Source: an optimization exercise on an open RTL-to-GDS flow (aim: a short achievable clock period and few clock cycles). Production flows keep margins and buffers that such runs may drop.
At most, simulation tests tie the RTL to the original design; equivalence was not proved.
Power is estimated from default activity; no workload was simulated.

// mips
module mips#(parameter WIDTH=32,INST_WIDTH=32,REG_COUNT_BITS=5)
				(input clk,input reset,output [WIDTH-1:0]pc,input [INST_WIDTH-1:0]inst,
				 output [WIDTH-1:0] mem_addr,input [WIDTH-1:0] read_data,output  mem_write,output [WIDTH-1:0]write_data);
clock: 5.2 ns
lec_check: 0
abc_clock_period_in_ps: 2000
cap_margin: 20
core_margin: 2
core_utilization: 60
place_density: 0.7
setup_slack_margin: 3.0
slew_margin: 20
run.sh (not shown) runs the stock make flow with config.mk's settings and CLKGATE_MAP_FILE= SYNTH_SCRIPT=/design/flow/synth_recipe.tcl, a recipe that flattens the netlist after the stock synthesis.
==> next run, changes <==
Settings changed: ABC_CLOCK_PERIOD_IN_PS 2000 to 2500, CORE_UTILIZATION 60 to 40, PLACE_DENSITY 0.7 to default, SETUP_SLACK_MARGIN 3.0 to 2.6.
=> Cell count goes up by a little under a tenth. Fmax grows by a few percent. Power falls by a few percent. First-iteration DRC count decreases by about a fifth. Sequential power hardly moves. Worst setup slack is better by 0.14 ns. Wire length came out lower by a few percent. Hold slack is worse by 0.0069 ns. Count of clock-buffer cells in the layout climbs by 2. Area after synthesis stays the same. Via count went down by a few percent.
No run of this note included a check of the RTL's function; only the layout flow was run.

========
## red
Another version of the RTL of mips (not shown whole).
Size in the first run: about 7000 cells after synthesis, roughly 0.082 sq mm of cells after synthesis.
==> flow/config.mk <==
export PLATFORM = sky130hd
export DESIGN_NAME = mips
export DESIGN_NICKNAME = mips
export VERILOG_FILES = /design/flow/design.v
export SDC_FILE = /design/flow/constraint.sdc
export NUM_CORES = 4
export LEC_CHECK = 0
export CAP_MARGIN = 20
export CORE_MARGIN = 2
export CORE_UTILIZATION = 50
export SETUP_SLACK_MARGIN = 2.6
export SLEW_MARGIN = 20
export SYNTH_HIERARCHICAL = 1
export SYNTH_MINIMUM_KEEP_SIZE = 0
==> flow/constraint.sdc <==
create_clock -name core_clock -period 5.2 [get_ports {clk}]
set_input_delay 1.0400 -clock core_clock [delete_from_list [all_inputs] [get_ports {clk}]]
set_output_delay 1.0400 -clock core_clock [all_outputs]
set_load 0.01 [all_outputs]
standard.sh (not shown) runs the stock make flow with config.mk's settings and CLKGATE_MAP_FILE= SYNTH_SCRIPT=/design/flow/synth_recipe.tcl, a recipe that flattens the netlist after the stock synthesis.
==> flow/flow/run.sh <==
#!/bin/bash
# The standard layout (the standard.sh, ORFS from synthesis to finish),
# with one change: the buffers that ORFS puts on every input and output port
# are sky130_fd_sc_hd__buf_4 instead of the cell buffer_ports picks by
# default (a slow clkdlybuf4s50_1, which repair_timing leaves in place).
# Make's full output goes to standard.log; ORFS keeps each step's own log
# under orfs/logs/.
set -euo pipefail
bash standard.sh "BUFFER_PORTS_ARGS=-buffer_cell sky130_fd_sc_hd__buf_4" finish > standard.log 2>&1
Testbench counts of red, summed over its fixed seeds: cycles 34,677.
--- input diff red..blue ---
==> flow/run.sh (new file) <==
#!/bin/bash
# synth_recipe.tcl (not shown) runs the flow's synth.tcl, then flattens the netlist and writes it again
# the make line also repeats each setting of config.mk as NAME=value (left out here)
make -C /OpenROAD-flow-scripts/flow DESIGN_CONFIG=/design/flow/config.mk WORK_HOME=/design/flow/orfs CLKGATE_MAP_FILE= SYNTH_SCRIPT=/design/flow/synth_recipe.tcl finish
-- flow/config.mk --
<<< red, line 11
>>> blue, line 11
export CTS_CLUSTER_DIAMETER = 100
export CTS_CLUSTER_SIZE = 30
removed: flow/flow/run.sh
removed: flow/standard.sh
Notes after the runs:
blue against red: minimum period implied by the final worst setup slack decreased 0.097 ns; antenna diode count has increased. blue against red: share of power burned in combinational logic picked up an extra 6.7 points, via count lost 934, pin slew with the least headroom to its limit lost 0.18 ns, fraction of the core area covered by cells at the end of the flow lost 1.2 points, worst hold slack after final layout lost 0.0036 ns. Delta(fraction of met1 tracks used by global routing, blue - red) < 0. red has lower setup slack than blue.
--- input diff blue..green ---
-- flow/config.mk --
<<< blue, line 10
export CORE_UTILIZATION = 50
export CTS_CLUSTER_DIAMETER = 100
export CTS_CLUSTER_SIZE = 30
>>> green, line 10
export CORE_UTILIZATION = 55
--- outcome ---
Of green and blue, the higher sequential share of layout area belongs to blue. Compared blue against green; worst setup slack after layout within noise. green vs. blue: die area went down by about 9%, wire length of the first global-routing pass went down by 8.4 mm, area of all placed cells without fillers went up by 3.1%, combinational fraction of design power went down by 5.3 points, number of antenna violations at the first check in global routing was more or less identical. Any difference in fmax between green and blue is small enough to ignore. Changes observed in green relative to blue: total clock buffers created by CTS grew by 97, die span in y shrank by 4.6%.

afterwards: timing with drivers on the ports:
How much do the figures lean on ideal ports? The routed layouts below were timed once more, with nothing changed but the port constraints. Step 1 (the two cells are an assumption about what drives the block):
set clk [get_ports {clk}]
set_driving_cell -lib_cell sky130_fd_sc_hd__clkbuf_16 $clk
set_driving_cell -lib_cell sky130_fd_sc_hd__buf_2 [delete_from_list [all_inputs] $clk]
Step 2 moves the port delays by t, midway between the first and last clock arrival at a register: inputs arrive t later, outputs are due t later. That takes back most of the time a late clock gives input paths. a / b / c = ideal / step 1 / step 2; a / b = the first two.
| run | shift t [ns] | setup WS [ns] | hold slack, ns | worst register clock-pin slew, ns |
|---|---|---|---|---|
| the first run of note 1 | 0.845 | 1.420 / 1.420 / 0.778 | 0.353 / 0.353 / 0.353 | 0.07 / 0.07 |
| the second run of note 1 | 0.873 | 1.562 / 1.562 / 0.930 | 0.346 / 0.346 / 0.346 | 0.07 / 0.07 |
| red | 0.933 | 2.306 / 2.306 / 1.835 | 0.373 / 0.309 / 0.411 | 0.07 / 0.07 |
| blue | 0.824 | 2.403 / 2.403 / 1.795 | 0.370 / 0.370 / 0.370 | 0.12 / 0.12 |
| green | 0.901 | 2.401 / 2.401 / 1.663 | 0.367 / 0.367 / 0.367 | 0.07 / 0.07 |
After both steps every run listed still meets setup and hold. For green, which loses most, drivers alone change the setup slack by 0.000 ns; drivers and shift together by -0.738 ns.
